What follows belongs to an exercise in optimizing a design on an open flow for small area, a short achievable clock period and few clock cycles; a production flow would make more cautious choices. Only simulation tests tie the RTL to the original design; equivalence was not proved. Power and IR drop assume default switching activity.

Setup of job 3655:
## CPU_TOP
module CPU_TOP #(
    parameter DWidth = 32,
    parameter LbBits = 5,           
    parameter PfDist = 30           
)(
    input   logic                   clk_i,
    input   logic                   rst_ni,
    input   logic                   imem_ready_i,
    input   logic   [DWidth-1:0]    imem_rdata_i,
    output  logic   [DWidth-1:0]    imem_addr_o,
    output  logic                   imem_req_o,
    input   logic                   dmem_ready_i,
    input   logic   [DWidth-1:0]    dmem_rdata_i,
    output  logic   [DWidth-1:0]    dmem_wdata_o,
    output  logic   [DWidth-1:0]    dmem_addr_o,
    output  logic                   dmem_req_o,
    output  logic                   dmem_write_o
);
Size in the first run: roughly 10000 cells after synthesis, about 170 I/O pins, ~0.14 mm² of cells after synthesis.
Settings: LEC_CHECK=0, CAP_MARGIN=20, CORE_MARGIN=2, CORE_UTILIZATION=40, CTS_CLUSTER_DIAMETER=50, CTS_CLUSTER_SIZE=20, PLACE_DENSITY=0.6, SLEW_MARGIN=20; clock period 26.0 ns.
standard.sh (not shown) runs the stock make flow with config.mk's settings and CLKGATE_MAP_FILE= SYNTH_SCRIPT=/design/flow/synth_recipe.tcl, a recipe that flattens the netlist after the stock synthesis.
==> flow/flow/run.sh <==
#!/bin/bash
# The standard ORFS layout (standard.sh), with its timing repair aiming for
# setup slack well beyond the design's clock period, so that the resizer
# sizes and buffers the design for a shorter clock than 26 ns. Ports are
# buffered with buf_4 (every input and output still gets its buffer). A hook
# at the end of global routing repairs max slew / max capacitance again after
# the timing repair (flow/post_grt.tcl).
set -euo pipefail
bash standard.sh SETUP_SLACK_MARGIN=20 \
  BUFFER_PORTS_ARGS="-buffer_cell sky130_fd_sc_hd__buf_4" \
  POST_GLOBAL_ROUTE_TCL="$PWD/flow/post_grt.tcl" \
  finish > standard_flow.log 2>&1
==> flow/flow/post_grt.tcl <==
# Hook run at the end of ORFS's global route step (POST_GLOBAL_ROUTE_TCL).
# The timing repair after global routing can leave a few nets over their
# max slew or max capacitance (for instance when it clones a gate onto a
# weak driver). Repair those nets again, as ORFS does before the timing
# repair, and re-legalise the placement and the global routes.
puts "post-GRT: repair_design after repair_timing"
report_check_types -max_slew -max_capacitance -violators
repair_design_helper
log_cmd global_route -start_incremental
log_cmd detailed_placement
log_cmd global_route -end_incremental \
  -congestion_report_file $::env(REPORTS_DIR)/congestion_post_grt_hook.rpt
log_cmd estimate_parasitics -global_routing
report_check_types -max_slew -max_capacitance -violators
Testbench counts of job 3655, summed over its fixed seeds: cycles 174,517.
Here is what was changed in the inputs of job 1466 compared with job 3655.
Settings: CTS_CLUSTER_SIZE: 20 -> 25; TNS_END_PERCENT: unset -> 20; CTS_CLUSTER_DIAMETER: 50 -> 60.
==> flow/flow/run.sh <==
#!/bin/bash
# The standard ORFS layout (standard.sh), with its timing repair aiming for
# setup slack well beyond the design's clock period, so that the resizer
# sizes and buffers the design for a shorter clock than 26 ns. Ports are
# buffered with buf_4 (every input and output still gets its buffer).
# Two hooks: after global placement, each output register is moved next to
# its port buffer (flow/post_gpl.tcl); after global routing, max slew / max
# capacitance are repaired again after the timing repair (flow/post_grt.tcl).
set -euo pipefail
bash standard.sh SETUP_SLACK_MARGIN=19.6 \
  BUFFER_PORTS_ARGS="-buffer_cell sky130_fd_sc_hd__buf_4" \
  POST_GLOBAL_PLACE_TCL="$PWD/flow/post_gpl.tcl" \
  POST_GLOBAL_ROUTE_TCL="$PWD/flow/post_grt.tcl" \
  finish > standard_flow.log 2>&1
==> flow/flow/post_gpl.tcl (new file) <==
# Hook run at the end of ORFS's global placement (POST_GLOBAL_PLACE_TCL).
# Each output port is driven by its port buffer, which global placement puts
# next to the pin; the flip-flop that drives that buffer is moved next to the
# buffer, so that the register-to-output path has no long wire. Detailed
# placement legalises the moved cells afterwards.
set block [ord::get_db_block]
set moved 0
foreach bterm [$block getBTerms] {
  if {[$bterm getIoType] != "OUTPUT"} { continue }
  set net [$bterm getNet]
  if {$net == "NULL"} { continue }
  set buf ""
  foreach it [$net getITerms] {
    if {[$it isOutputSignal]} { set buf [$it getInst] }
  }
  if {$buf == ""} { continue }
  set in_net ""
  foreach it [$buf getITerms] {
    if {[$it isInputSignal]} { set in_net [$it getNet] }
  }
  if {$in_net == "" || $in_net == "NULL"} { continue }
  set drv ""
  foreach it [$in_net getITerms] {
    if {[$it isOutputSignal]} { set drv [$it getInst] }
  }
  if {$drv == ""} { continue }
  if {![[$drv getMaster] isSequential]} { continue }
  set loc [$buf getLocation]
  $drv setLocation [lindex $loc 0] [lindex $loc 1]
  incr moved
}
puts "post-GPL: moved $moved output flip-flops next to their port buffers"
--- outcome ---
Both conditions hold for job 1466: the flow ran to the end and the final layout passed the timing, design-rule and antenna checks. [compare] base=job 3655 new=job 1466: total length of routed wires shrank by about 1.8%; global router's overall resource usage shrank by 0.37 points. Delta (job 1466 minus job 3655): accumulated negative setup slack held; worst setup slack went up 0.013 ns; detailed-routing iteration count for the pre-antenna-repair pass went down 2; sequential share of layout area went up 2.1 points. Total power: job 1466 better than job 3655. For the first-iteration DRC count, job 1466 came in 180 higher than job 3655 did. Final cell count (higher): job 3655. Job 1466 vs job 3655: part of the power in the clock network down in job 1466. Status: maximum clock rate parity (job 1466, job 3655).
#### Input delta (job 1442 over job 1466)
==> flow/flow/run.sh <==
#!/bin/bash
# The standard ORFS layout (standard.sh), with its timing repair aiming for
# setup slack well beyond the design's clock period, so that the resizer
# sizes and buffers the design for a shorter clock than 26 ns. Ports are
# buffered with buf_4 (every input and output still gets its buffer). A hook
# at the end of global routing repairs max slew / max capacitance again after
# the timing repair (flow/post_grt.tcl).
set -euo pipefail
bash standard.sh SETUP_SLACK_MARGIN=20 \
  BUFFER_PORTS_ARGS="-buffer_cell sky130_fd_sc_hd__buf_4" \
  POST_GLOBAL_ROUTE_TCL="$PWD/flow/post_grt.tcl" \
  finish > standard_flow.log 2>&1
removed: flow/flow/post_gpl.tcl
Results
From job 1466 to job 1442 the numbers moved as follows: core utilization picked up an extra 0.31 points, ratio of final minimum period to clock period picked up an extra 0.23 points, number of standard cells in the final layout excluding fillers picked up an extra 0.36%. Note that the peak ir drop on the vdd network recorded for job 1466 amounts to 1.06 times the value seen in job 1442. Compared with job 1466, in job 1442 overall power consumption now sits higher, cell area after placement now sits at about the same level. Looking at net count reported at finish, job 1442 sits 76 higher than job 1466 does. Looking at met3 routed wirelength across job 1442 and job 1466, the one that comes out lower is job 1442. When job 1442 is set beside job 1466, its clock period minus worst slack turns out to be 0.059 ns larger. The run showing the greater layout overhead on the synthesized area is job 1442. [job 1442 vs job 1466] detailed-routed wire length on met2: higher in job 1442.

## afterwards: timing with drivers on the ports
How much do the figures lean on ideal ports? The routed layouts below were timed once more, with nothing changed but the port constraints.
Step 1 (the two cells are an assumption about what drives the block):
set clk [get_ports {clk_i}]
set_driving_cell -lib_cell sky130_fd_sc_hd__clkbuf_16 $clk
set_driving_cell -lib_cell sky130_fd_sc_hd__buf_2 [delete_from_list [all_inputs] $clk]
Step 2 moves the port delays by t, midway between the first and last clock arrival at a register: inputs arrive t later, outputs are due t later. That takes back most of the time a late clock gives input paths.
Slacks: no drivers / after step 1 / after step 2; pairs: no drivers / after step 1.
| run | shift t [ns] | slack for setup (ns) | worst slew at a driven data input, ns |
|---|---|---|---|
| job 3655 | 1.025 | 19.211 / 19.106 / 19.141 | 0.13 |
| job 1466 | 1.056 | 19.224 / 19.120 / 18.558 | 0.09 |
| job 1442 | 1.059 | 19.165 / 19.059 / 18.797 | 0.10 |
After both steps setup and hold are still met in every run listed. The setup slack of job 1466, which loses most, moves by -0.104 ns with the drivers and by -0.666 ns with both steps.
